This design comes from an exercise in tuning for small area on the open sky130 flow, not from production work. RTL that was checked went through simulation tests only; none was proved equivalent to the original. For run 6, only the layout was checked, not whether the RTL still works. Power figures rest on the tool's default switching activity, not on a simulated workload.

### flow/config.mk
export PLATFORM = sky130hd
export DESIGN_NAME = top
export DESIGN_NICKNAME = top
export VERILOG_FILES = /design/flow/design.v
export SDC_FILE = /design/flow/constraint.sdc
export NUM_CORES = 4
export LEC_CHECK = 0
export CAP_MARGIN = 20
export CORE_MARGIN = 2
export CORE_UTILIZATION = 40
export SLEW_MARGIN = 20
### flow/constraint.sdc
create_clock -name core_clock -period 10.0 [get_ports {clk}]
set_input_delay 2.0000 -clock core_clock [delete_from_list [all_inputs] [get_ports {clk}]]
set_output_delay 2.0000 -clock core_clock [all_outputs]
set_load 0.01 [all_outputs]
### flow/design.v
module ax_debounce(
	input	clk,
	input	rst,
	input	button_in, 
	output reg button_posedge, 
	output reg button_negedge, 
	output reg button_out
);
parameter N = 32;
parameter FREQ = 50;
parameter MAX_TIME = 20;
localparam TIMER_MAX_VAL =MAX_TIME * FREQ;
reg[N-1: 0]q_reg;
reg [N-1: 0] q_next;
reg DFF1, DFF2; 
wire q_add;
wire q_reset;
reg button_out_d0;
assign q_reset = (DFF1 ^DFF2);
assign q_add = ~(q_reg ==TIMER_MAX_VAL);
always @ (q_reset, q_add, q_reg) 
begin
	case( {q_reset, q_add})
		2'b00:
			q_next <= q_reg;
		2'b01:
			q_next <= q_reg + 1;
		default:
			q_next <= {N {1'b0}};
	endcase
end
always @ ( posedge clk or posedge rst) 
begin
	if(rst == 1'b1)
	begin
		DFF1 <= 1'b0;
		DFF2 <= 1'b0;
		q_reg <={N {1'b0}};
	end
	else
	begin
		DFF1 <= button_in;
		DFF2 <= DFF1;
		q_reg <= q_next;
	end
end
always @ ( posedge clk or posedge rst)
begin
	if(rst == 1'b1)
		button_out <= 1'b1;
	else if(q_reg == TIMER_MAX_VAL) 
		button_out <= DFF2;
	else
		button_out <= button_out;
end
always @ ( posedge clk or posedge rst)
begin
	if(rst == 1'b1)
	begin
		button_out_d0 <= 1'b1;
		button_posedge <= 1'b0;
		button_negedge <= 1'b0;
	end
	else
	begin
		button_out_d0 <= button_out;
		button_posedge <= ~button_out_d0 & button_out;
		button_negedge <= button_out_d0 & ~button_out;
	end
end 
endmodule
module shujuchuli(
	input	clk,
	input	rst,
	input clear, 
	input flag_set, 
	input SW1,
 	input SW2,
 	input SW3, 
	input SW4,
	input SW5, 
	input SW6,
	input SW7,
 	input SW8,
 	output reg start,
	output reg [3:0]name
);
reg block;
always @(posedge clk or posedge rst)begin 
if(rst)
begin
	start <= 0;
	block <= 0;
end
else if(clear == 1'd1) 
begin
	start <= 0;
	block <= 0;
end
else if(flag_set)
begin
	if(SW1|SW2|SW3|SW4|SW5|SW6|SW7|SW8)
	begin
		start <= 1;
		block <= 1;
	end
end
end
always @(posedge clk or posedge rst)
begin
	if(rst)
	begin
		name <= 4'd0;
	end
	else if(SW1 == 1'd1)
	begin
		if(block == 1'd0)
			name <= 4'd1;
	end
	else if(SW2 == 1'd1) 
	begin
		if(block == 1'd0)
			name <= 4'd2;
	end
	else if(SW3 == 1'd1) 
	begin
		if(block == 1'd0)
			name <= 4'd3;
	end
	else if(SW4 == 1'd1) 
	begin
		if(block == 1'd0)
			name <= 4'd4;
	end
	else if(SW5 == 1'd1) 
	begin
		if(block == 1'd0)
			name <= 4'd5;
	end
	else if(SW6 == 1'd1)
          begin
		if(block == 1'd0)
			name <= 4'd6;
	end
	else if(SW7 == 1'd1) 
	begin
		if(block == 1'd0)
			name <= 4'd7;
	end
	else if(SW8 == 1'd1) 
	begin
		if(block == 1'd0)
			name <= 4'd8;
	end
end 
endmodule
module daojishi( 
	input clk, 
	input rst, 
	input start_pos, 
	output reg clear, 
	output reg flag_set, 
	output reg [3:0] data, 
	output reg beep
);
reg[31:0] timer_cnt;
reg en_1hz; 
always@(posedge clk or posedge rst) 
begin
	if(rst == 1'b1)
	begin
		en_1hz <= 1'b0;
		timer_cnt <= 32'd0;
	end
	else if(timer_cnt >= 32'd49_999) 
	begin
		en_1hz <= 1'b1;
		timer_cnt <= 32'd0;
	end
	else
	begin
		en_1hz <= 1'b0;
		timer_cnt <= timer_cnt + 32'd1;
	end
end
reg[31:0] timer_cnt1;
reg en_1khz;    
always@(posedge clk or posedge rst)
begin
	if(rst == 1'b1) 
	begin
		en_1khz <= 1'b0;
		timer_cnt1 <= 32'd0;
	end
	else if(timer_cnt >= 32'd49) 
	begin
		en_1khz <= 1'b1;
		timer_cnt1 <= 32'd0;
	end
	else
	begin
		en_1khz <= 1'b0;
		timer_cnt1 <= timer_cnt1 + 32'd1;
	end
end
reg flag;
always@(posedge clk or posedge rst) 
begin
	if(rst == 1'b1)
	begin
		flag <= 1'd0;
		clear <= 1'd0;
	end
	else if(start_pos) 
	begin
		flag <= 1'd1;
		clear <= 1'd1;
	end
	else if(data == 4'd0) 
	begin
		flag <= 1'd0;
	end
	else
		clear <= 1'd0;
end
reg flag_set1;
always@(posedge clk or posedge rst) 
begin
	if(rst == 1'b1)
	begin
		data <= 4'd9;
		flag_set1 <= 1'd0;
	end
	else if(start_pos) 
	begin
		data <= 4'd9;
		flag_set1 <= 1'd0;
	end
	else if(flag)
	begin
		if(data == 4'd0) 
		begin
			data <= 4'd0;
			flag_set1 <= 1'd1;
		end
		else if(en_1hz)
		data <= data - 1'd1;
	end
end
reg [3:0]cnt;
always @(posedge clk or posedge rst) 
begin
	if(rst)
	begin
		beep <= 1'd0;
		flag_set <= 1'd0;
		cnt <= 4'd0;
	end
	else if(flag_set1)
	begin
		if(en_1hz && cnt <  4'd1) 
			cnt <= cnt + 1'd1;
		if(cnt<4'd1)
			 beep <= 1;
		else if(cnt ==4'd1)
	          begin
			flag_set <= 1'd1;
			beep <= 0;
		end
	end
	else
	begin
		beep <= 1'd0;
		flag_set <= 1'd0;
		cnt <= 1'd0;
	end
end
endmodule
module seg_decoder
(
	input[3:0]	bin_data,
	output reg[6:0] 	seg_data
);
always@(*)
begin
	case(bin_data)
		4'd0:seg_data <= 7'b100_0000;
		4'd1:seg_data <= 7'b111_1001;
		4'd2:seg_data <= 7'b010_0100;
		4'd3:seg_data <= 7'b011_0000;
		4'd4:seg_data <= 7'b001_1001;
		4'd5:seg_data <= 7'b001_0010;
		4'd6:seg_data <= 7'b000_0010;
		4'd7:seg_data <= 7'b111_1000;
		4'd8:seg_data <= 7'b000_0000;
		4'd9:seg_data <= 7'b001_0000;
		default:seg_data <= 7'b111_1111;
	endcase
end 
endmodule
module top(
input clk,
input rst,
input SW1,
input SW2,
input SW3,
input SW4,
input SW5,
input SW6,
input SW7,
input SW8,
input btn_start,
output[6:0]seg,
output[3:0]sel,
output beep
);
wire start_pos;
ax_debounce ax_debounce_m0
(
	.clk			                                (clk),
	.rst                                        (rst),
	.button_in                         (btn_start),
	.button_posedge           (start_pos),
	.button_negedge                     (),
	.button_out                           ()
);
wire clear,start;
wire [3:0]name;
wire flag_set;
shujuchuli shujuchuli(
	.clk(clk),
	.rst(rst),
	.flag_set(flag_set),
	.clear(clear),
	.SW1(SW1),
	.SW2(SW2),
	.SW3(SW3),
	.SW4(SW4),
	.SW5(SW5),
	.SW6(SW6),
	.SW7(SW7),
	.SW8(SW8),
	.start(start),
	.name(name)
);
wire [3:0] data;
daojishi daojishi(
	.clk(clk),
	.rst(rst), 
	.flag_set(flag_set),
	.start_pos(start_pos),
	.clear(clear),
	.data(data),
	.beep(beep)
);
reg [3:0] xianshi;
always@(posedge clk or posedge rst) 
begin
	if(rst == 1'b1)
		xianshi <= 4'd0;
	else if(start == 1'd0)
		xianshi <= data;
	else if(start == 1'd1)
		xianshi <= name;
end
seg_decoder seg_decoder(
	.bin_data (xianshi),
	.seg_data (seg)
);
assign sel = 4'b1110;
endmodule
### flow/run.sh
#!/bin/bash
# synth_recipe.tcl (not shown) runs the flow's synth.tcl, then flattens the netlist and writes it again
# the make line also repeats each setting of config.mk as NAME=value (left out here)
make -C /OpenROAD-flow-scripts/flow DESIGN_CONFIG=/design/flow/config.mk WORK_HOME=/design/flow/orfs CLKGATE_MAP_FILE= SYNTH_SCRIPT=/design/flow/synth_recipe.tcl finish
==> notes.md, run 1 <==
Die Wd: 110 um
PwrDens: 136 nW/um^2
Register area share after synthesis: 0.513
Peak VDD IR: 0.0586 mV
Final min period: 4.01 ns
Vias in the first global route: 3,263
Root Buffer: clkbuf_8
Reg2Reg Setup Slack: 7.74 ns
Relative slew slack: 0.372
Syn-to-layout area delta: 13.2%
CTS resizes: 0
Worst Path Arrival: 2.01 ns
Detailed Route Iter0 Violations: 114
Synth Register Bits: 92
Die ar.: 12,100 um^2
# nets final: 506
Hold Crit Depth: 0
Hold_buf cts: 0
Syn_area_per_cell: 10.1 um^2
Antenna violations before repair: 0
Via/cell ratio: 5.18
Clk buf depth: 2
Layout Cells excl Fill: 627
Max Fclk: 0.249 GHz
FILL cells: 1,021
Placeable Area: 10,900 um^2
R2R depth: 4
Hold WC Path Type: reg2reg
Sink Count: 92
Cells after DPL: 611
Final setup fails: 0
Clock Latency Late Sink: 0.35 ns
First-pass GRT wire length: 14,900 um
Fin crit share: 0.401
CP Capture Type: output pin
Synthesis Warnings: 5
Pwr Total: 0.691 mW
Initial Util: 0.413
Met3 usage: 0.0317
Pin count of the biggest net entering global routing: 72
N_diodes: 0
Number of remaining DRC errors: 0
Status: timing/DRC/antenna clean
WP data required: 8.00 ns
Total grt overflow: 0
P_leak: 2.11 nW
Hold endpoint: ax_debounce_m0.button_out_d0
Die Ht: 110 um
Yosys cell types: 51
ANT nets after route: 0
CP Class: reg2out
HPWL after detailed placement: 5780 um
Via count: 3,248
Max FO, Critical Path: 5
Post-CTS Repair Setup Buffers: 0
Synth Instances: 447
Clk slew on worst S/H paths: 0.08 ns
Worst-margin pin slew: 0.935 ns
Met2 GRT Util: 0.251
Critical Path Start Type: flop
GRT Overall Usage: 0.154
CTS Buf Count: 9
GR met1 Demand/Resource: 0.203
Number of synthesized flops with an enable pin: 0
Grt peak-use layer: met2
Setup TNS: 0 ns
Ys async rst share: 1.00
Slew Viols, Final: 0
GPL Wtd Cong: 0.806
CTS tree: yes
Hold_sp: ax_debounce_m0.button_out
Htree depth: 3
Clk_skew: 0.0134 ns
Detailed Route WL: 8370 um
Critical R2R Launch: ax_debounce_m0.q_reg[2]
RSZ-0062 raised after global routing: no
Most used DFF post-synth: dfrtp_1
FF-to-FF End: ax_debounce_m0.q_reg[26]
Row cnt: 38
Max cap viols: 0
IO Pins: 23
I/O Buffers: 18
Drt pass-1 iters: 4
Final Hold Fails: 0
Layout cell share with drive strength beyond 1: 0.0842
Routed len/inst: 13.3 um
Mapped cell area: 4500 um^2
## per-stage QoR
step | util | hold WS, ns | setup slack, ns | instance area, um^2
final | 0.468 | 0.386 | 5.99 | 5100
after global routing | 0.468 | 0.395 | 5.88 | 5100
after CTS | 0.467 | 0.393 | 5.97 | 5090
after detailed placement | 0.447 | 0.373 | 6.36 | 4860
after global placement | 0.447 | 0.368 | 6.40 | 4860
after floorplan | - | 0.356 | 5.61 | 4570
## how the worst max path moves through the flow
stage | start | end | slack (ns) | cells after the start
floorplan | rst | ax_debounce_m0.DFF1 | 5.61 | 1
global placement | rst | ax_debounce_m0.q_reg[14] | 6.40 | 3
detailed placement | xianshi[1] | seg[3] | 6.36 | 6
CTS | xianshi[1] | seg[3] | 5.97 | 6
global route | xianshi[1] | seg[3] | 5.88 | 6
finish | xianshi[1] | seg[3] | 5.99 | 6
## cell type report
class	count	area, um^2	area share
clock buffer	10	138	0.0270
clock inverter	6	87.6	0.0172
inverter	22	83.8	0.0164
multi-input combinational	336	2100	0.412
sequential	92	2310	0.453
tap	140	175	0.0344
timing repair buffer	21	203	0.0398
## Yosys cell counts (2+ instances only)
library cell / instances / area, um^2
dfrtp_1: 88 / 2200
nand2_1: 35 / 131
a21oi_1: 29 / 145
nor2_1: 28 / 105
inv_1: 22 / 82.6
nor3_1: 22 / 110
o21ai_0: 20 / 100
nand3_1: 19 / 95.1
nor4_1: 16 / 100
xnor2_1: 14 / 123
ha_1: 13 / 163
nand2b_1: 10 / 62.6
or3_1: 10 / 62.6
or4_1: 9 / 67.6
xor2_1: 9 / 78.8
clkbuf_1: 8 / 30.0
mux2i_1: 8 / 80.1
nand4_1: 7 / 43.8
o31ai_1: 7 / 52.6
nor2b_1: 6 / 37.5
and2_1: 5 / 31.3
and3_1: 5 / 31.3
buf_4: 5 / 37.5
a211oi_1: 4 / 30.0
a31oi_1: 4 / 25.0
and4_1: 4 / 35.0
dfstp_2: 4 / 105
nor4b_1: 4 / 35.0
mux2_2: 3 / 33.8
or2_2: 3 / 18.8
a21o_1: 2 / 15.0
a22oi_1: 2 / 15.0
conb_1: 2 / 7.51
nor4_2: 2 / 25.0
or4_4: 2 / 22.5
## cells in the final DEF (no fill, tap or decap), drive strengths merged, types with 20 or more instances in the layout
cell	instances
o21ai	20
nor2	28
nand3	20
a21oi	29
nand2	35
nor3	22
inv	21
conb	20
dfrtp	88
## cells by family after synthesis
| group | Yosys count | synth area share |
|---|---|---|
| AO/OA/AOI/OAI | 74 | 0.0965 |
| XOR/XNOR | 23 | 0.0448 |
| adder cells (fa/ha/maj) | 13 | 0.0361 |
| buffers and inverters | 37 | 0.0370 |
| flip-flops | 92 | 0.513 |
| multiplexers | 11 | 0.0253 |
| other | 2 | 0.00167 |
| AND/OR/NAND/NOR | 195 | 0.246 |
## report_power, final
part	total, mW	switching [mW]	internal, mW
Sequential	0.383	0.00462	0.378
Combinational	0.0313	0.0208	0.0105
Clock	0.277	0.129	0.148
## worst max-delay path, cell delays in order, from the launching register on
cell	delay (ns)
dfrtp_1	0.41
inv_1	0.11
ha_1	0.18
or2_2	0.29
a21oi_1	0.16
nor2_1	0.05
clkdlybuf4s50_1	0.47
## per-layer routing
layer  vias up  wire [um]
li1       1646          -
met4         0         55
met2        33       4060
met5         -          0
met1      1563       4030
met3         6        229
==> run 2, diff against run 1 <==
==> flow/design.v (replaced) <==
module ax_debounce(
	input	clk,
	input	rst,
	input	button_in,
	output	clear
);
localparam [9:0] TERM = 10'h380;
reg DFF1, DFF2, out, a, b;
reg [9:0] q;
wire clr  = DFF1 ^ DFF2;
wire term = (q == TERM);
wire rise = term & DFF2 & ~out;
always @(posedge clk or posedge rst)
begin
	if (rst) begin
		DFF1 <= 1'b0;
		DFF2 <= 1'b0;
		q    <= 10'd0;
		out  <= 1'b1;
		a    <= 1'b0;
		b    <= 1'b0;
	end else begin
		DFF1 <= button_in;
		DFF2 <= DFF1;
		q    <= ~({q[8:0], q[9] ^ q[2]} | {10{clr}});
		if (term)
			out <= DFF2;
		a    <= b;
		b    <= rise | (b & ~a);
	end
end
assign clear = a & ~b;
endmodule
module shujuchuli(
	input clk,
	input rst,
	input clear,
	input en,
	input [7:0] sw,
	output reg [3:0] x,
	output beep
);
localparam [3:0] Z0 = 4'd0, IDLE = 4'd15, F0A = 4'd10, F0B = 4'd11,
	G0A = 4'd12, G0B = 4'd13;
reg lk;
reg [3:0] f;
reg [3:0] name;
always @(*)
begin
	casez (sw)
		8'b???????1: name = 4'd1;
		8'b??????10: name = 4'd2;
		8'b?????100: name = 4'd3;
		8'b????1000: name = 4'd4;
		8'b???10000: name = 4'd5;
		8'b??100000: name = 4'd6;
		8'b?1000000: name = 4'd7;
		default:     name = 4'd8;
	endcase
end
always @(posedge clk or posedge rst)
begin
	if (rst) begin
		lk <= 1'b0;
		f  <= IDLE;
		x  <= 4'd0;
	end else begin
		x <= (clear & ~lk) ? 4'd9 : f;
		if (clear) begin
			lk <= 1'b0;
			f  <= en ? 4'd8 : 4'd9;
		end else if (!lk) begin
			case (f)
			IDLE: f <= IDLE;
			Z0:   f <= F0A;
			F0A, F0B: f <= en ? G0A : F0B;
			G0A:  f <= G0B;
			G0B:  if (|sw) begin
					lk <= 1'b1;
					f  <= name;
				end
			4'd1: if (en) f <= Z0;
			default: if (en) f <= f - 4'd1;
			endcase
		end
	end
end
assign beep = (f == F0B) | (f == G0A);
endmodule
module daojishi(
	input clk,
	input rst,
	output en
);
localparam [15:0] S_EN = 16'h7c81;
localparam [15:0] S_RST = 16'hfc81;
reg [15:0] p;
assign en = (p == S_EN);
always @(posedge clk or posedge rst)
begin
	if (rst)
		p <= S_RST;
	else
		p <= {p[14:0], p[15] ^ p[11] ^ p[2] ^ p[0] ^ en};
end
endmodule
module seg_decoder
(
	input [3:0] bin_data,
	output reg [6:0] seg_data
);
always @(*)
begin
	case (bin_data)
		4'd0: seg_data = 7'b100_0000;
		4'd1: seg_data = 7'b111_1001;
		4'd2: seg_data = 7'b010_0100;
		4'd3: seg_data = 7'b011_0000;
		4'd4: seg_data = 7'b001_1001;
		4'd5: seg_data = 7'b001_0010;
		4'd6: seg_data = 7'b000_0010;
		4'd7: seg_data = 7'b111_1000;
		4'd8: seg_data = 7'b000_0000;
		4'd9: seg_data = 7'b001_0000;
		4'd15: seg_data = 7'b001_0000;
		default: seg_data = 7'b100_0000;
	endcase
end
endmodule
module top(
input clk,
input rst,
input SW1,
input SW2,
input SW3,
input SW4,
input SW5,
input SW6,
input SW7,
input SW8,
input btn_start,
output [6:0] seg,
output [3:0] sel,
output beep
);
wire clear, en;
wire [3:0] x;
ax_debounce ax_debounce_m0(
	.clk(clk),
	.rst(rst),
	.button_in(btn_start),
	.clear(clear)
);
daojishi daojishi(
	.clk(clk),
	.rst(rst),
	.en(en)
);
shujuchuli shujuchuli(
	.clk(clk),
	.rst(rst),
	.clear(clear),
	.en(en),
	.sw({SW8, SW7, SW6, SW5, SW4, SW3, SW2, SW1}),
	.x(x),
	.beep(beep)
);
seg_decoder seg_decoder(
	.bin_data(x),
	.seg_data(seg)
);
assign sel = 4'b1110;
endmodule
--- a/flow/config.mk
+++ b/flow/config.mk
@@ -8,4 +8,7 @@
 export CAP_MARGIN = 20
 export CORE_MARGIN = 2
 export CORE_UTILIZATION = 40
+export CTS_BUF_LIST = sky130_fd_sc_hd__clkbuf_8
+export CTS_CLUSTER_DIAMETER = 200
+export CTS_CLUSTER_SIZE = 50
 export SLEW_MARGIN = 20
==> run 2 against run 1 <==
Clock-buffer cell count decreased by 4; design area decreased by 55%; hold slack lost 0.023 ns; still clean on timing, DRC and antenna; via count shrank 55%; sequential power is 38% lower; critical path depth down 1; global-route usage is 0.64 points lower; combinational power grew to 8.9 times the previous value; critical path type unchanged; utilization increased by 1.3 points; non-clock buffer count decreased by 2; largest cell class unchanged.
==> notes.md, run 2 <==
WP data required: 8.00 ns
Crit path max-delay family: flip-flops
Number of synthesized flops with an enable pin: 0
Syn-to-layout area delta: 15.0%
Yosys top cell area share: 0.337
CTS resizes: 0
Sink Count: 40
Cells after DPL: 271
Number of remaining DRC errors: 0
Max FO, Critical Path: 9
Most used DFF post-synth: dfrtp_1
Critical R2R Launch: shujuchuli.f[1]
Synth top area cells: dfrtp_1 34%, dfstp_2 17%, ha_1 6.2%
First-pass GRT wire length: 6170 um
Antenna violations before repair: 0
Root Buffer: clkbuf_8
CP Class: reg2out
Row cnt: 25
Vias in the first global route: 1,401
Worst path cell trace: inv_1, ha_1, mux2i_1, nor2_1, clkdlybuf4s50_1
Crit. Startpoint: shujuchuli.f[0]
Clk_skew: 0.00570 ns
Slew Viols, Final: 0
CTS Buf Count: 5
Initial Util: 0.419
Clk slew on worst S/H paths: 0.07 ns
Status: timing/DRC/antenna clean
Placeable Area: 4790 um^2
Synthesis Warnings: 4
Final setup fails: 0
Synth Register Bits: 40
Register area share after synthesis: 0.508
Worst Path Buf+Inv: 2
Max Fclk: 0.248 GHz
Clock Latency Late Sink: 0.28 ns
P_leak: 1.03 nW
Synth Instances: 194
Hold_buf cts: 0
ANT nets after route: 0
Post-CTS Repair Setup Buffers: 0
Die ar.: 5590 um^2
Detailed Route WL: 3610 um
Hold Slack: 0.363 ns
Final min period: 4.04 ns
Die Ht: 74.8 um
I/O Buffers: 18
CTS tree: yes
Most common cell after layout, fill and taps aside: dfrtp_1
Final Hold Fails: 0
Max incr delay on CP: 0.61 ns
Routed len/inst: 12.9 um
Slowest cell on crit path: dfstp_2
Fin crit share: 0.404
HPWL after detailed placement: 2770 um
Clk buf depth: 2
Htree depth: 2
Hold_sp: daojishi.p[14]
Syn_area_per_cell: 10.3 um^2
Most frequent cells in the layout: 27 x dfrtp_1, 25 x nor2_1, 18 x clkdlybuf4s50_1
Detailed Route Iter0 Violations: 54
CP Capture Type: output pin
RSZ-0062 raised after global routing: no
Max FFs per register: 16
GPL Wtd Cong: 0.914
N_diodes: 0
PwrDens: 270 nW/um^2
Worst Path Arrival: 2.04 ns
Worst-margin pin slew: 0.674 ns
IO Pins: 23
Via count: 1,446
Peak VDD IR: 0.143 mV
Pin count of the biggest net entering global routing: 41
Layout cell share with drive strength beyond 1: 0.113
Critical Path Start Type: flop
Die Wd: 74.8 um
Biggest register: daojishi.p
# nets final: 232
Yosys cell types: 51
Max cap viols: 0
Total grt overflow: 0
Setup TNS: 0 ns
Mapped cell area: 2000 um^2
Hold WC Path Type: reg2reg
Leading area contributor after synthesis: dfrtp_1
Synth cell count leaders: 27 x dfrtp_1, 25 x nor2_1, 13 x dfstp_2
Via/cell ratio: 5.18
Top-count cell post-synth: dfrtp_1
Layout Cells excl Fill: 279
Drt pass-1 iters: 4
Ys async rst share: 1.00
Relative slew slack: 0.549
GRT Overall Usage: 0.147
run 2: cell types whose count changed after synthesis, sizes merged, moves of 15 or more:
cell   delta
a21oi    -19
nor4     -15
nand2    -26
dfrtp    -61
nor3     -17
nand3    -18
run 2: routing by layer:
metal / wire (um) / global-route usage / up-vias
met3: 98 / 0.0482 / 5
li1: - / - / 707
met2: 1800 / 0.233 / 25
met4: 35 / 0.0556 / 0
met5: 0 / 0 / -
met1: 1680 / 0.189 / 709
run 2: final cells by class:
class,instances,area [um^2]
Clock buffer,6,82.6
Clock inverter,2,7.51
Fill cell,450,2480
Inverter,12,45.0
Multi-Input combinational cell,133,880
Sequential cell,40,1020
Tap cell,67,83.8
Timing Repair Buffer,19,188
run 2: logic make-up after synthesis:
group,Yosys count,share of synthesized area
other,2,0.00375
DFF,40,0.508
buffers and inverters,23,0.0568
xor gates and xnor gates,6,0.0262
and+or+nand+nor,66,0.175
muxes,2,0.0162
adders and majority gates,10,0.0625
AOI/OAI and AO/OA,45,0.152
run 2: worst paths after layout:
path | to | slack, ns | depth (start not counted)
max in group asynchronous | shujuchuli.f[3] | 7.50 | 3
max reg2reg | shujuchuli.f[3] | 7.69 | 7
max | beep | 5.96 | 5
min | daojishi.p[15] | 0.36 | 0
min reg2reg | daojishi.p[15] | 0.36 | 0
min in group asynchronous | daojishi.p[9] | 2.14 | 3
run 2: power by group:
group	switching, mW	total, mW	internal [mW]	leakage, nW
sequential	0.0438	0.239	0.195	0.482
combinational	0.143	0.280	0.137	0.490
clock	0.0479	0.102	0.0541	0.0538
run 2: worst register-to-register path, cell delays in order, from the launching register on:
cell	delay, ns
dfstp_2	0.58
inv_1	0.10
ha_1	0.27
o21ba_1	0.20
or4_4	0.56
a21boi_4	0.24
a2bb2oi_1	0.19
o22ai_1	0.10
run 2: per-stage QoR:
step | cell area (um^2) | power [mW] | utilization | setup slack, ns
4_1_cts | 2300 | 0.627 | 0.481 | 5.96
2_1_floorplan | 2010 | 0.435 | - | 6.80
5_1_grt | 2300 | 0.673 | 0.481 | 5.82
6_report | 2300 | 0.621 | 0.481 | 5.96
3_5_place_dp | 2210 | 0.523 | 0.462 | 6.20
3_3_place_gp | 2210 | 0.514 | 0.462 | 6.27
==> run 3, diff against run 2 <==
--- a/flow/config.mk
+++ b/flow/config.mk
@@ -8,7 +8,4 @@
 export CAP_MARGIN = 20
 export CORE_MARGIN = 2
 export CORE_UTILIZATION = 40
-export CTS_BUF_LIST = sky130_fd_sc_hd__clkbuf_8
-export CTS_CLUSTER_DIAMETER = 200
-export CTS_CLUSTER_SIZE = 50
 export SLEW_MARGIN = 20
==> run 3 against run 2 <==
Largest cell class unchanged; via count is the same; sequential share of layout area did not move; first-iteration DRC count unchanged; non-clock buffer count is the same; total power grew 0.33%; register-to-register slack barely moved; clock power is essentially flat; critical path depth did not move; final cell count stayed put; combinational power about the same.
==> notes.md, run 3 <==
CP Capture Type: output pin
Syn_area_per_cell: 10.3 um^2
Post-CTS Repair Setup Buffers: 0
Register area share after synthesis: 0.508
Clk buf depth: 2
P_leak: 1.02 nW
Max FFs per register: 16
Synth Instances: 194
Critical R2R Launch: shujuchuli.f[1]
Syn-to-layout area delta: 15.0%
Clk_skew: 0.00535 ns
Detailed Route Iter0 Violations: 54
Via count: 1,446
Fin crit share: 0.404
Hold WC Path Type: reg2reg
Total grt overflow: 0
Critical Path Start Type: flop
CP Class: reg2out
CTS Buf Count: 5
HPWL after detailed placement: 2770 um
Synth top area cells: dfrtp_1 34%, dfstp_2 17%, ha_1 6.2%
Max Fclk: 0.248 GHz
Antenna violations before repair: 0
I/O Buffers: 18
Leading area contributor after synthesis: dfrtp_1
Hold Slack: 0.363 ns
FF-to-FF End: shujuchuli.f[3]
IO Pins: 23
Die Ht: 74.8 um
# nets final: 232
Status: timing/DRC/antenna clean
R2R depth: 7
Number of synthesized flops with an enable pin: 0
Vias in the first global route: 1,401
Clock Latency Late Sink: 0.28 ns
ANT nets after route: 0
Die Wd: 74.8 um
Layout cell share with drive strength beyond 1: 0.113
PwrDens: 270 nW/um^2
Detailed Route WL: 3610 um
Pin count of the biggest net entering global routing: 41
Die ar.: 5590 um^2
Yosys top cell area share: 0.337
CTS tree: yes
GPL Wtd Cong: 0.914
Peak VDD IR: 0.143 mV
Top-count cell post-synth: dfrtp_1
Final setup fails: 0
Mapped cell area: 2000 um^2
CTS resizes: 0
Most used DFF post-synth: dfrtp_1
Yosys cell types: 51
Synth cell count leaders: 27 x dfrtp_1, 25 x nor2_1, 13 x dfstp_2
Reg2Reg Setup Slack: 7.69 ns
Slew Viols, Final: 0
Most frequent cells in the layout: 27 x dfrtp_1, 25 x nor2_1, 18 x clkdlybuf4s50_1
Hold endpoint: daojishi.p[15]
GRT Overall Usage: 0.147
Ys async rst share: 1.00
Max FO, Critical Path: 9
Biggest register: daojishi.p
Routed len/inst: 12.9 um
Hold_sp: daojishi.p[14]
Synthesis Warnings: 4
Synth Register Bits: 40
Htree depth: 2
Via/cell ratio: 5.18
Hold Crit Depth: 0
Number of remaining DRC errors: 0
Max cap viols: 0
Hold_buf cts: 0
Row cnt: 25
Worst Path Arrival: 2.04 ns
Clk slew on worst S/H paths: 0.07 ns
WP data required: 8.00 ns
Worst-margin pin slew: 0.674 ns
Drt pass-1 iters: 4
Final min period: 4.04 ns
Most common cell after layout, fill and taps aside: dfrtp_1
Initial Util: 0.419
Placeable Area: 4790 um^2
Root Buffer: clkbuf_8
Sink Count: 40
Final Hold Fails: 0
RSZ-0062 raised after global routing: no
First-pass GRT wire length: 6170 um
Relative slew slack: 0.549
N_diodes: 0
Setup TNS: 0 ns
run 3: cell types whose count changed in the layout (fill, tap and decap cells not counted), sizes merged:
cell / change
inv: -2
clkbuf: +2
run 3: through the flow:
step | power [mW] | cell area, um^2 | utilization | worst slack, ns | std cells
floorplan | 0.435 | 2010 | - | 6.80 | 196
finish | 0.623 | 2300 | 0.481 | 5.96 | 279
global placement | 0.514 | 2210 | 0.462 | 6.27 | 271
global route | 0.675 | 2300 | 0.481 | 5.82 | 279
CTS | 0.628 | 2300 | 0.481 | 5.96 | 279
detailed placement | 0.523 | 2210 | 0.462 | 6.20 | 271
run 3: worst max-delay path, stage by stage (launching register included):
cell	delay, ns
dfstp_2	0.61
inv_1	0.11
ha_1	0.32
mux2i_1	0.18
nor2_1	0.06
clkdlybuf4s50_1	0.48
run 3: worst max-delay path by stage:
stage / slack, ns / depth (start not counted) / to / from
after floorplan: 6.80 / 5 / beep / shujuchuli.f[0]
after global placement: 6.27 / 6 / shujuchuli.f[2] / SW4
after detailed placement: 6.20 / 6 / shujuchuli.f[2] / SW4
after CTS: 5.96 / 5 / beep / shujuchuli.f[0]
after global routing: 5.82 / 5 / beep / shujuchuli.f[0]
final: 5.96 / 5 / beep / shujuchuli.f[0]
run 3: cell families after synthesis:
kind of cell	synth area share
compound gates	0.152
flops	0.508
mux	0.0162
simple gates	0.175
buf+inv	0.0568
other cells	0.00375
fa+ha+maj	0.0625
xor+xnor	0.0262
run 3: cell type report:
class,count,area [um^2]
Fill cell,450,2480
Sequential cell,40,1020
Multi-Input combinational cell,133,880
Timing Repair Buffer,19,188
Clock buffer,8,90.1
Tap cell,67,83.8
Inverter,12,45.0
run 3: per-layer routing:
layer	global-route usage	up-vias	routed length (um)
li1	-	707	-
met1	0.189	709	1680
met2	0.233	25	1800
met3	0.0482	5	98
met4	0.0556	0	35
met5	0	-	0
run 3: power by group:
group / switching [mW] / internal [mW] / leakage, nW
sequential: 0.0438 / 0.195 / 0.482
combinational: 0.143 / 0.137 / 0.490
clock: 0.0478 / 0.0561 / 0.0455
==> run 4, diff against run 3 <==
==> flow/flow/run.sh (new file) <==
#!/bin/bash
# Standard ORFS layout (the standard.sh, standard synthesis unchanged) with
# two placement/CTS choices made explicit:
#  - port buffers use the smallest buffer, sky130_fd_sc_hd__buf_1, instead of
#    the cell buffer_ports picks on its own (every port still gets a buffer);
#  - the clock tree is built from clkbuf_4 without dummy balancing loads.
set -euo pipefail
export BUFFER_PORTS_ARGS="-buffer_cell sky130_fd_sc_hd__buf_1"
export CTS_ARGS="-sink_clustering_enable -repair_clock_nets -dont_use_dummy_load -buf_list sky130_fd_sc_hd__clkbuf_4"
bash standard.sh > standard.log 2>&1
==> flow/standard.sh (new file) <==
#!/bin/bash
# synth_recipe.tcl (not shown) runs the flow's synth.tcl, then flattens the netlist and writes it again
# the make line also repeats each setting of config.mk as NAME=value (left out here)
make -C /OpenROAD-flow-scripts/flow DESIGN_CONFIG=/design/flow/config.mk WORK_HOME=/design/flow/orfs CLKGATE_MAP_FILE= SYNTH_SCRIPT=/design/flow/synth_recipe.tcl "${@:-finish}"
removed: flow/run.sh
==> run 4 against run 3 <==
Clock-buffer cell count down 3; synthesized cell count unchanged; global-route usage down 1.3 points; critical endpoint unchanged; die area unchanged.
==> notes.md, run 4 <==
Synth top area cells: dfrtp_1 34%, dfstp_2 17%, ha_1 6.2%
CTS Buf Count: 5
Via/cell ratio: 5.22
Peak VDD IR: 0.148 mV
Htree depth: 2
Vias in the first global route: 1,241
Synthesis Warnings: 4
Pre-CTS WS: 6.49 ns
Grt peak-use layer: met1
Placeable Area: 4790 um^2
Row cnt: 25
Hold_buf cts: 0
Top-count cell post-synth: dfrtp_1
Routed len/inst: 12.6 um
Multi-input gate area: 880 um^2
CTS resizes: 0
Setup TNS: 0 ns
Number of synthesized flops with an enable pin: 0
Critical Path Start Type: flop
Final setup fails: 0
Most used DFF post-synth: dfrtp_1
I/O Buffers: 18
Leading area contributor after synthesis: dfrtp_1
Worst-margin pin slew: 0.712 ns
Max Fclk: 0.269 GHz
Relative slew slack: 0.524
First-pass GRT wire length: 5640 um
Number of remaining DRC errors: 0
GPL Wtd Cong: 0.787
Syn_area_per_cell: 10.3 um^2
Antenna violations before repair: 0
Mapped cell area: 2000 um^2
# nets final: 232
Clock Latency Late Sink: 0.32 ns
Setup ws final: 6.29 ns
Total grt overflow: 0
Yosys top cell area share: 0.337
Clk_skew: 0.00604 ns
Yosys cell types: 51
Die ar.: 5590 um^2
Max cap viols: 0
Final min period: 3.71 ns
Max FFs per register: 16
PwrDens: 259 nW/um^2
Status: timing/DRC/antenna clean
Die Wd: 74.8 um
Most frequent cells in the layout: 27 x dfrtp_1, 25 x nor2_1, 18 x buf_1
Register area share after synthesis: 0.508
CP Class: reg2out
Final Hold Fails: 0
Sink Count: 40
Synth cell count leaders: 27 x dfrtp_1, 25 x nor2_1, 13 x dfstp_2
Max FO, Critical Path: 9
Post-CTS Repair Setup Buffers: 0
RSZ-0062 raised after global routing: no
P_leak: 0.948 nW
FILL cells: 477
Via count: 1,442
Clk buf depth: 2
Synth Instances: 194
Root Buffer: clkbuf_4
CP Capture Type: output pin
Clk slew on worst S/H paths: 0.10 ns
Layout cell share with drive strength beyond 1: 0.110
Worst Path Arrival: 1.71 ns
ANT nets after route: 0
Die Ht: 74.8 um
Detailed Route WL: 3490 um
N_diodes: 0
Synth Register Bits: 40
Met2 GRT Util: 0.188
Hold WC Path Type: reg2reg
Met3 usage: 0.0361
CTS tree: yes
Most common cell after layout, fill and taps aside: dfrtp_1
Register area: 1020 um^2
Initial Util: 0.419
WP data required: 8.00 ns
GR met1 Demand/Resource: 0.200
Ys async rst share: 1.00
Syn-to-layout area delta: 6.75%
Slew Viols, Final: 0
HPWL after detailed placement: 2530 um
IO Pins: 23
Pin count of the biggest net entering global routing: 41
GRT Overall Usage: 0.134
Drt pass-1 iters: 4
Fin crit share: 0.371
Biggest register: daojishi.p
Detailed Route Iter0 Violations: 32
## run 4: metrics by stage
step	hold slack (ns)	cells	cell area [um^2]	total power, mW	util
finish	0.371	276	2140	0.555	0.447
global route	0.376	276	2140	0.603	0.447
CTS	0.373	276	2140	0.558	0.447
detailed placement	0.355	271	2100	0.490	0.439
global placement	0.357	271	2100	0.490	0.439
floorplan	0.351	196	2010	0.435	-
## run 4: final timing paths
path                                       endpoint             from  slack [ns]  depth (start not counted)
worst max-delay path                           beep  shujuchuli.f[0]        6.29                          5
worst min-delay path                 daojishi.p[11]   daojishi.p[10]        0.37                          0
min in group asynchronous       ax_debounce_m0.q[9]              rst        1.75                          3
worst min register to register       daojishi.p[11]   daojishi.p[10]        0.37                          0
worst max register to register      shujuchuli.f[3]  shujuchuli.f[1]        7.67                          7
max in group asynchronous           shujuchuli.f[3]              rst        7.90                          3
## run 4: cell type report
cell class / instances / area share
tap: 67 / 0.0392
multi-input combinational: 133 / 0.411
timing repair buffer: 19 / 0.0351
sequential: 40 / 0.476
inverter: 12 / 0.0211
clock buffer: 5 / 0.0176
## run 4: worst max-delay path: stages, from the launching register on
cell and delay [ns]:
dfstp_2 0.61, inv_1 0.10, ha_1 0.32, mux2i_1 0.17, nor2_1 0.05, buf_1 0.13
## run 4: layer usage
layer  up-vias  wire (um)
li1        702          -
met1       701       1810
met2        32       1490
met3         7        141
met4         0         44
met5         -          0
## run 4: kinds of logic (layout without fill, tap and decap cells)
kind of cell,after synthesis,count (layout),share of synthesized area
AO/OA/AOI/OAI,45,45,0.152
XOR/XNOR,6,6,0.0262
adder cells (fa/ha/maj),10,10,0.0625
buffers and inverters,23,36,0.0568
flip-flops,40,40,0.508
multiplexers,2,2,0.0162
other,2,4,0.00375
AND/OR/NAND/NOR,66,66,0.175
## run 4: report_power, final
| group | switching (mW) | total, mW | internal (mW) |
|---|---|---|---|
| clock | 0.0420 | 0.0655 | 0.0235 |
| sequential | 0.0436 | 0.238 | 0.195 |
| combinational | 0.141 | 0.251 | 0.110 |
| total | 0.226 | 0.555 | 0.328 |
==> run 5, diff against run 4 <==
--- a/flow/design.v
+++ b/flow/design.v
@@ -40,48 +40,51 @@
 	output reg [3:0] x,
 	output beep
 );
-localparam [3:0] Z0 = 4'd0, IDLE = 4'd15, F0A = 4'd10, F0B = 4'd11,
-	G0A = 4'd12, G0B = 4'd13;
+localparam [3:0] IDLE = 4'b0000;
+localparam [3:0] C9 = 4'b1111;
+localparam [3:0] C8 = 4'b1110;
+localparam [3:0] C1 = 4'b1001;
+localparam [3:0] Z0 = 4'b0010;
+localparam [3:0] F0A = 4'b0100;
+localparam [3:0] F0B = 4'b1000;
+localparam [3:0] G0A = 4'b0001;
+localparam [3:0] G0B = 4'b0011;
 reg lk;
 reg [3:0] f;
 reg [3:0] name;
 always @(*)
 begin
 	casez (sw)
-		8'b???????1: name = 4'd1;
-		8'b??????10: name = 4'd2;
-		8'b?????100: name = 4'd3;
-		8'b????1000: name = 4'd4;
-		8'b???10000: name = 4'd5;
-		8'b??100000: name = 4'd6;
-		8'b?1000000: name = 4'd7;
-		default:     name = 4'd8;
+		8'b???????1: name = 4'b1001;
+		8'b??????10: name = 4'b1100;
+		8'b?????100: name = 4'b0110;
+		8'b????1000: name = 4'b1011;
+		8'b???10000: name = 4'b0101;
+		8'b??100000: name = 4'b1010;
+		8'b?1000000: name = 4'b1101;
+		default:     name = 4'b1110;
 	endcase
 end
+wire adv = en | (f == Z0) | (f == F0A) | (f == G0A);
 always @(posedge clk or posedge rst)
 begin
 	if (rst) begin
 		lk <= 1'b0;
 		f  <= IDLE;
-		x  <= 4'd0;
+		x  <= 4'b0011;
 	end else begin
-		x <= (clear & ~lk) ? 4'd9 : f;
+		x <= (clear & ~lk) ? 4'b1111 : f;
 		if (clear) begin
 			lk <= 1'b0;
-			f  <= en ? 4'd8 : 4'd9;
+			f  <= en ? C8 : C9;
 		end else if (!lk) begin
-			case (f)
-			IDLE: f <= IDLE;
-			Z0:   f <= F0A;
-			F0A, F0B: f <= en ? G0A : F0B;
-			G0A:  f <= G0B;
-			G0B:  if (|sw) begin
+			if (f == G0B) begin
+				if (|sw) begin
 					lk <= 1'b1;
 					f  <= name;
 				end
-			4'd1: if (en) f <= Z0;
-			default: if (en) f <= f - 4'd1;
-			endcase
+			end else if (adv)
+				f <= {f[2:0], f[3] ^ f[0]};
 		end
 	end
 end
@@ -112,18 +115,22 @@
 always @(*)
 begin
 	case (bin_data)
-		4'd0: seg_data = 7'b100_0000;
-		4'd1: seg_data = 7'b111_1001;
-		4'd2: seg_data = 7'b010_0100;
-		4'd3: seg_data = 7'b011_0000;
-		4'd4: seg_data = 7'b001_1001;
-		4'd5: seg_data = 7'b001_0010;
-		4'd6: seg_data = 7'b000_0010;
-		4'd7: seg_data = 7'b111_1000;
-		4'd8: seg_data = 7'b000_0000;
-		4'd9: seg_data = 7'b001_0000;
-		4'd15: seg_data = 7'b001_0000;
-		default: seg_data = 7'b100_0000;
+		4'b0000: seg_data = 7'b001_0000;  
+		4'b0001: seg_data = 7'b100_0000;  
+		4'b0010: seg_data = 7'b100_0000;  
+		4'b0011: seg_data = 7'b100_0000;  
+		4'b0100: seg_data = 7'b100_0000;  
+		4'b0101: seg_data = 7'b001_0010;  
+		4'b0110: seg_data = 7'b011_0000;  
+		4'b1000: seg_data = 7'b100_0000;  
+		4'b1001: seg_data = 7'b111_1001;  
+		4'b1010: seg_data = 7'b000_0010;  
+		4'b1011: seg_data = 7'b001_1001;  
+		4'b1100: seg_data = 7'b010_0100;  
+		4'b1101: seg_data = 7'b111_1000;  
+		4'b1110: seg_data = 7'b000_0000;  
+		4'b1111: seg_data = 7'b001_0000;  
+		default: seg_data = 7'b000_0000;
 	endcase
 end
 endmodule
==> run 5 against run 4 <==
Still clean on timing, DRC and antenna; non-clock buffer count is the same; sequential share of layout area grew 7.7 points; routed wire length fell by 21%; critical path depth down 1; hold slack worse by 0.0021 ns; worst setup slack got worse by 0.062 ns; combinational power is 77% lower; global-route usage increased by 0.18 points; maximum frequency shrank 1.6%; clock power about the same; design area is 14% lower; clock-buffer cell count is the same; critical path type unchanged; highest routed layer unchanged.
==> notes.md, run 5 <==
Fin crit share: 0.377
Biggest register: daojishi.p
FF-to-FF End: shujuchuli.f[3]
Max Fclk: 0.265 GHz
Yosys top cell area share: 0.430
Pre-CTS WS: 6.55 ns
Hold WC Path Type: reg2reg
Peak VDD IR: 0.0880 mV
Worst-margin pin slew: 0.696 ns
Hold_buf cts: 0
Number of synthesized flops with an enable pin: 0
Setup ws final: 6.23 ns
Synthesis Warnings: 4
Synth Register Bits: 40
CP Class: reg2out
Vias in the first global route: 1,023
Critical Path Start Type: flop
HPWL after detailed placement: 2020 um
Detailed Route WL: 2750 um
GPL Wtd Cong: 0.969
Synth top area cells: dfrtp_1 43%, dfstp_2 17%, nor2_1 4.0%
# nets final: 186
Reg2Reg Setup Slack: 8.10 ns
Number of remaining DRC errors: 0
N_diodes: 0
Final Hold Fails: 0
Max FFs per register: 16
Htree depth: 2
Ys async rst share: 1.00
Worst Path Buf+Inv: 2
Top-count cell post-synth: dfrtp_1
Yosys cell types: 40
Sink Count: 40
Relative slew slack: 0.534
GRT Overall Usage: 0.136
Critical R2R Launch: daojishi.p[7]
Mapped cell area: 1690 um^2
Clk buf depth: 2
Post-CTS Repair Setup Buffers: 0
Drt pass-1 iters: 4
Initial Util: 0.419
Worst Setup EP: seg[6]
FILL cells: 397
Row cnt: 23
Syn-to-layout area delta: 8.59%
Placeable Area: 4030 um^2
Max FO, Critical Path: 5
Most frequent cells in the layout: 29 x dfrtp_1, 18 x nor2_1, 18 x buf_1
Final min period: 3.77 ns
Die Wd: 69.0 um
CP Capture Type: output pin
Synth cell count leaders: 29 x dfrtp_1, 18 x nor2_1, 12 x o21ai_0
IO Pins: 23
Cells after DPL: 214
Most used DFF post-synth: dfrtp_1
I/O Buffers: 18
First-pass GRT wire length: 4570 um
Total grt overflow: 0
Die Ht: 69.0 um
ANT nets after route: 0
Routed len/inst: 12.5 um
Slew Viols, Final: 0
Most common cell after layout, fill and taps aside: dfrtp_1
Worst path cell trace: inv_1, ha_1, mux4_2, buf_1
Register area share after synthesis: 0.601
CTS resizes: 0
Crit path max-delay family: flip-flops
R2R depth: 5
Layout Cells excl Fill: 219
Status: timing/DRC/antenna clean
Worst Path Arrival: 1.77 ns
Clock Latency Late Sink: 0.33 ns
Max incr delay on CP: 0.54 ns
Clk slew on worst S/H paths: 0.09 ns
Leading area contributor after synthesis: dfrtp_1
Synth Instances: 149
Detailed Route Iter0 Violations: 71
RSZ-0062 raised after global routing: no
Layout cell share with drive strength beyond 1: 0.136
Die ar.: 4760 um^2
Via count: 1,126
WP data required: 8.00 ns
Worst path depth: 4
CTS Buf Count: 5
Root Buffer: clkbuf_4
CTS tree: yes
Setup TNS: 0 ns
Clk_skew: 0.0240 ns
Pin count of the biggest net entering global routing: 41
PwrDens: 176 nW/um^2
Max cap viols: 0
Syn_area_per_cell: 11.3 um^2
Antenna violations before repair: 0
Slowest cell on crit path: dfstp_2
Final setup fails: 0
Via/cell ratio: 5.14
P_leak: 0.835 nW
Crit. Startpoint: shujuchuli.x[0]
-- run 5: kinds of logic (layout without fill, tap and decap cells) --
logic type / after synthesis / in the layout / share of synthesized area
simple gates: 53 / 53 / 0.167
flops: 40 / 40 / 0.601
compound gates: 27 / 27 / 0.106
buf+inv: 15 / 33 / 0.0422
xor+xnor: 6 / 6 / 0.0311
fa+ha+maj: 4 / 4 / 0.0296
other cells: 2 / 4 / 0.00445
mux: 2 / 2 / 0.0193
-- run 5: power by group --
group | switching [mW] | leakage [nW] | internal [mW]
clock network | 0.0423 | 0.0230 | 0.0235
logic | 0.0328 | 0.336 | 0.0257
registers | 0.0188 | 0.475 | 0.180
-- run 5: stage by stage --
step | power [mW] | utilization | hold WS, ns | area (um^2)
after floorplan | 0.243 | - | 0.351 | 1700
after global placement | 0.257 | 0.446 | 0.355 | 1800
after detailed placement | 0.261 | 0.446 | 0.356 | 1800
after CTS | 0.328 | 0.455 | 0.370 | 1830
after global routing | 0.346 | 0.455 | 0.376 | 1830
final | 0.323 | 0.455 | 0.369 | 1830
-- run 5: metal layers --
metal	part of all wire	wire, um	track usage
met5	0	0	0
met4	0.0084	23	0.0515
met3	0.070	193	0.0536
met2	0.45	1250	0.210
met1	0.47	1280	0.173
-- run 5: how the worst min path moves through the flow --
stage	startpoint	endpoint	cells past startpoint
4_1_cts	daojishi.p[12]	daojishi.p[13]	0
5_1_grt	daojishi.p[13]	daojishi.p[14]	0
3_5_place_dp	daojishi.p[10]	daojishi.p[11]	0
3_3_place_gp	daojishi.p[12]	daojishi.p[13]	0
6_report	daojishi.p[12]	daojishi.p[13]	0
2_1_floorplan	daojishi.p[14]	daojishi.p[15]	0
-- run 5: layout make-up --
type | instances | area, um^2 | share of cell area
sequential | 40 | 1010 | 0.553
tap | 50 | 62.6 | 0.0341
multi-input combinational | 96 | 611 | 0.333
inverter | 9 | 33.8 | 0.0184
clock buffer | 5 | 37.5 | 0.0205
timing repair buffer | 19 | 75.1 | 0.0409
==> run 6, diff against run 5 <==
--- a/flow/design.v
+++ b/flow/design.v
@@ -95,16 +95,17 @@
 	input rst,
 	output en
 );
-localparam [15:0] S_EN = 16'h7c81;
-localparam [15:0] S_RST = 16'hfc81;
+localparam [15:0] S_EN  = 16'ha2a8;
+localparam [15:0] S_RST = 16'ha0a8;
+localparam [15:0] MASK  = 16'hf6bf;
 reg [15:0] p;
-assign en = (p == S_EN);
+assign en = ((p & MASK) == (S_EN & MASK));
 always @(posedge clk or posedge rst)
 begin
 	if (rst)
 		p <= S_RST;
 	else
-		p <= {p[14:0], p[15] ^ p[11] ^ p[2] ^ p[0] ^ en};
+		p <= {p[14:10], p[9] ^ en, p[8:0], p[15] ^ p[10] ^ p[8] ^ p[6]};
 end
 endmodule
 module seg_decoder
--- a/flow/flow/run.sh
+++ b/flow/flow/run.sh
@@ -6,5 +6,6 @@
 #  - the clock tree is built from clkbuf_4 without dummy balancing loads.
 set -euo pipefail
 export BUFFER_PORTS_ARGS="-buffer_cell sky130_fd_sc_hd__buf_1"
+export RECOVER_POWER=100
 export CTS_ARGS="-sink_clustering_enable -repair_clock_nets -dont_use_dummy_load -buf_list sky130_fd_sc_hd__clkbuf_4"
 bash standard.sh > standard.log 2>&1
==> run 6 against run 5 <==
The layout now fails its checks (max-capacitance violations, max-slew violations); combinational power grew 46%; first-iteration DRC count shrank 55%; die area grew 4.4%; flip-flop and latch count is the same; routed wire length grew 4.8%; clock skew shrank 0.0053 ns; design area grew 2.7%; hold slack lost 0.013 ns.
==> notes.md, run 6 <==
Die Wd: 70.5 um
Max Fclk: 0.261 GHz
CP Class: reg2out
Total grt overflow: 0
Hold endpoint: daojishi.p[12]
Synth cell count leaders: 32 x dfrtp_1, 20 x nor2_1, 10 x o21ai_0
Mux contribution to synthesized area: 0.0248
# nets final: 191
P_leak: 0.839 nW
Via/cell ratio: 5.12
Layout Check Fails: max-capacitance violations, max-slew violations
Biggest register: daojishi.p
Status: failed layout checks
Relative slew slack: -0.315
Via count: 1,158
First-pass GRT wire length: 5010 um
Final min period: 3.82 ns
Register area share after synthesis: 0.572
Mapped cell area: 1770 um^2
Root Buffer: clkbuf_4
XOR/XNOR share of the synthesized area: 0.0297
CTS resizes: 0
Worst-margin pin slew: 1.97 ns
Detailed Route WL: 2880 um
Max FO, Critical Path: 5
GPL Wtd Cong: 0.875
Row cnt: 24
Most used DFF post-synth: dfrtp_1
Layout Cells excl Fill: 226
Max FFs per register: 16
Fin area: 1880 um^2
R2R depth: 5
Largest family of logic cells by synthesized area: simple AND/OR/NAND/NOR gates
Die Ht: 70.5 um
Hold WC Path Type: reg2reg
Slew Viols, Final: 41
Cells after DPL: 221
Clk slew on worst S/H paths: 0.11 ns
Post-DP Area: 1850 um^2
Reg2Reg Setup Slack: 7.96 ns
Hold_sp: daojishi.p[11]
WP data required: 8.00 ns
Pin count of the biggest net entering global routing: 41
Hold_buf cts: 0
Sink Count: 40
CP Capture Type: output pin
Ys async rst share: 1.00
Hold Crit Depth: 0
Vias in the first global route: 1,145
Post-CTS Repair Setup Buffers: 0
Routed len/inst: 12.7 um
RSZ-0062 raised after global routing: no
Layout cell share with drive strength beyond 1: 0.109
Compound-Gate Fraction of Synth Area: 0.0899
Drt pass-1 iters: 4
N_diodes: 0
Die ar.: 4970 um^2
Number of remaining DRC errors: 0
Synthesis Warnings: 4
Htree depth: 2
Yosys top cell area share: 0.453
Clock Latency Late Sink: 0.34 ns
Fin crit share: 0.382
Post-layout util: 0.439
Clk_skew: 0.0187 ns
Critical R2R Launch: daojishi.p[5]
FF-to-FF End: shujuchuli.f[3]
Peak VDD IR: 0.0737 mV
Synth top area cells: dfrtp_1 45%, dfstp_2 12%, nor2_1 4.2%
Number of synthesized flops with an enable pin: 0
Most common cell after layout, fill and taps aside: dfrtp_1
Top-count cell post-synth: dfrtp_1
I/O Buffers: 18
Initial Util: 0.412
Critical Path Start Type: flop
Clk buf depth: 2
Antenna violations before repair: 0
Pwr Total: 0.352 mW
Syn_area_per_cell: 11.3 um^2
Placeable Area: 4290 um^2
Synth Instances: 157
PwrDens: 187 nW/um^2
Leading area contributor after synthesis: dfrtp_1
HPWL after detailed placement: 2140 um
Final setup fails: 0
Most frequent cells in the layout: 32 x dfrtp_1, 20 x nor2_1, 18 x buf_1
Worst Path Arrival: 1.82 ns
Synth Area in Adders: 0.0283
Detailed Route Iter0 Violations: 32
Synth Register Bits: 40
Setup TNS: 0 ns
FILL cells: 427
Max cap viols: 1
CTS tree: yes
Syn-to-layout area delta: 6.58%
IO Pins: 23
CTS Buf Count: 5
Synth Area in Simple Gates: 0.204
GRT Overall Usage: 0.130
ANT nets after route: 0
Final Hold Fails: 0
Yosys cell types: 44
-- run 6: cell types whose count changed in the layout (fill, tap and decap cells not counted), moves of 3 or more --
cell and delta:
dfrtp_1 +3, dfstp_1 +3, dfstp_2 -6, inv_1 -3, nand2_1 -3, nor3b_1 +3
-- run 6: report_power, final --
| group | switching, mW | total (mW) | internal (mW) |
|---|---|---|---|
| registers | 0.0183 | 0.199 | 0.181 |
| logic | 0.0453 | 0.0854 | 0.0401 |
| clock network | 0.0444 | 0.0679 | 0.0235 |
-- run 6: worst max-delay path, cell delays in order, from the launching register on --
cell     delay, ns
dfstp_1       0.55
inv_1         0.10
ha_1          0.24
mux4_2        0.46
buf_1         0.14
-- run 6: cell families after synthesis --
| kind of cell | after synthesis |
|---|---|
| simple gates | 63 |
| flops | 40 |
| compound gates | 24 |
| buf+inv | 15 |
| xor+xnor | 6 |
| fa+ha+maj | 4 |
| mux | 3 |
| other cells | 2 |
-- run 6: worst max-delay path by stage --
stage	startpoint	endpoint	slack, ns	depth (start not counted)
after global routing	shujuchuli.x[0]	seg[6]	6.07	4
after detailed placement	shujuchuli.x[0]	seg[6]	6.56	4
after CTS	shujuchuli.x[0]	seg[6]	6.17	4
final	shujuchuli.x[0]	seg[6]	6.18	4
after floorplan	shujuchuli.x[0]	seg[6]	6.72	3
after global placement	shujuchuli.x[0]	seg[6]	6.61	4
-- run 6: layer usage --
metal | wire length (um) | track usage | vias up
met5 | 0 | 0 | -
met4 | 68 | 0.0748 | 0
met3 | 93 | 0.0375 | 9
met2 | 1430 | 0.217 | 16
met1 | 1290 | 0.149 | 568
li1 | - | - | 565
-- run 6: cell type report --
cell class              instances  area [um^2]  area share
well taps                      52         65.1      0.0345
repair buffers                 19         71.3      0.0378
clock buffers                   5         37.5      0.0199
flip-flops and latches         40         1010       0.537
multi-input cells             104          677       0.359
inverters                       6         22.5      0.0120
-- run 6: metrics by stage --
stage	hold slack [ns]	setup slack, ns
3_5_place_dp	0.344	6.56
2_1_floorplan	0.331	6.72
3_3_place_gp	0.338	6.61
4_1_cts	0.356	6.17
6_report	0.356	6.18
5_1_grt	0.364	6.07

port drivers added, routing unchanged:
In the flow no input, the clock included, has a driving cell. The finished layouts below were timed again as built, in two steps.
Step 1 assumes that a clkbuf_16 drives the clock port and a buf_2 every other input.
Step 2 times the ports against the registers' clock, not the clock port: input delays grow and output delays shrink by t, the midpoint of the rising clock arrivals with the driver on.
Three values: ideal, step 1, step 2; two values: the first two.
| run | t, ns | slack for setup (ns) | slew at the worst register clock pin (ns) |
|---|---|---|---|
| run 1 | 0.377 | 5.989 / 5.958 / 6.335 | 0.09 / 0.09 |
| run 2 | 0.305 | 5.964 / 5.938 / 6.183 | 0.07 / 0.07 |
| run 3 | 0.305 | 5.964 / 5.938 / 6.183 | 0.07 / 0.07 |
| run 4 | 0.345 | 6.287 / 6.265 / 6.443 | 0.10 / 0.10 |
| run 5 | 0.344 | 6.226 / 6.204 / 6.547 | 0.11 / 0.11 |
| run 6 | 0.356 | 6.176 / 6.152 / 6.177 | 0.11 / 0.11 |
Setup slack includes reset recovery checks.
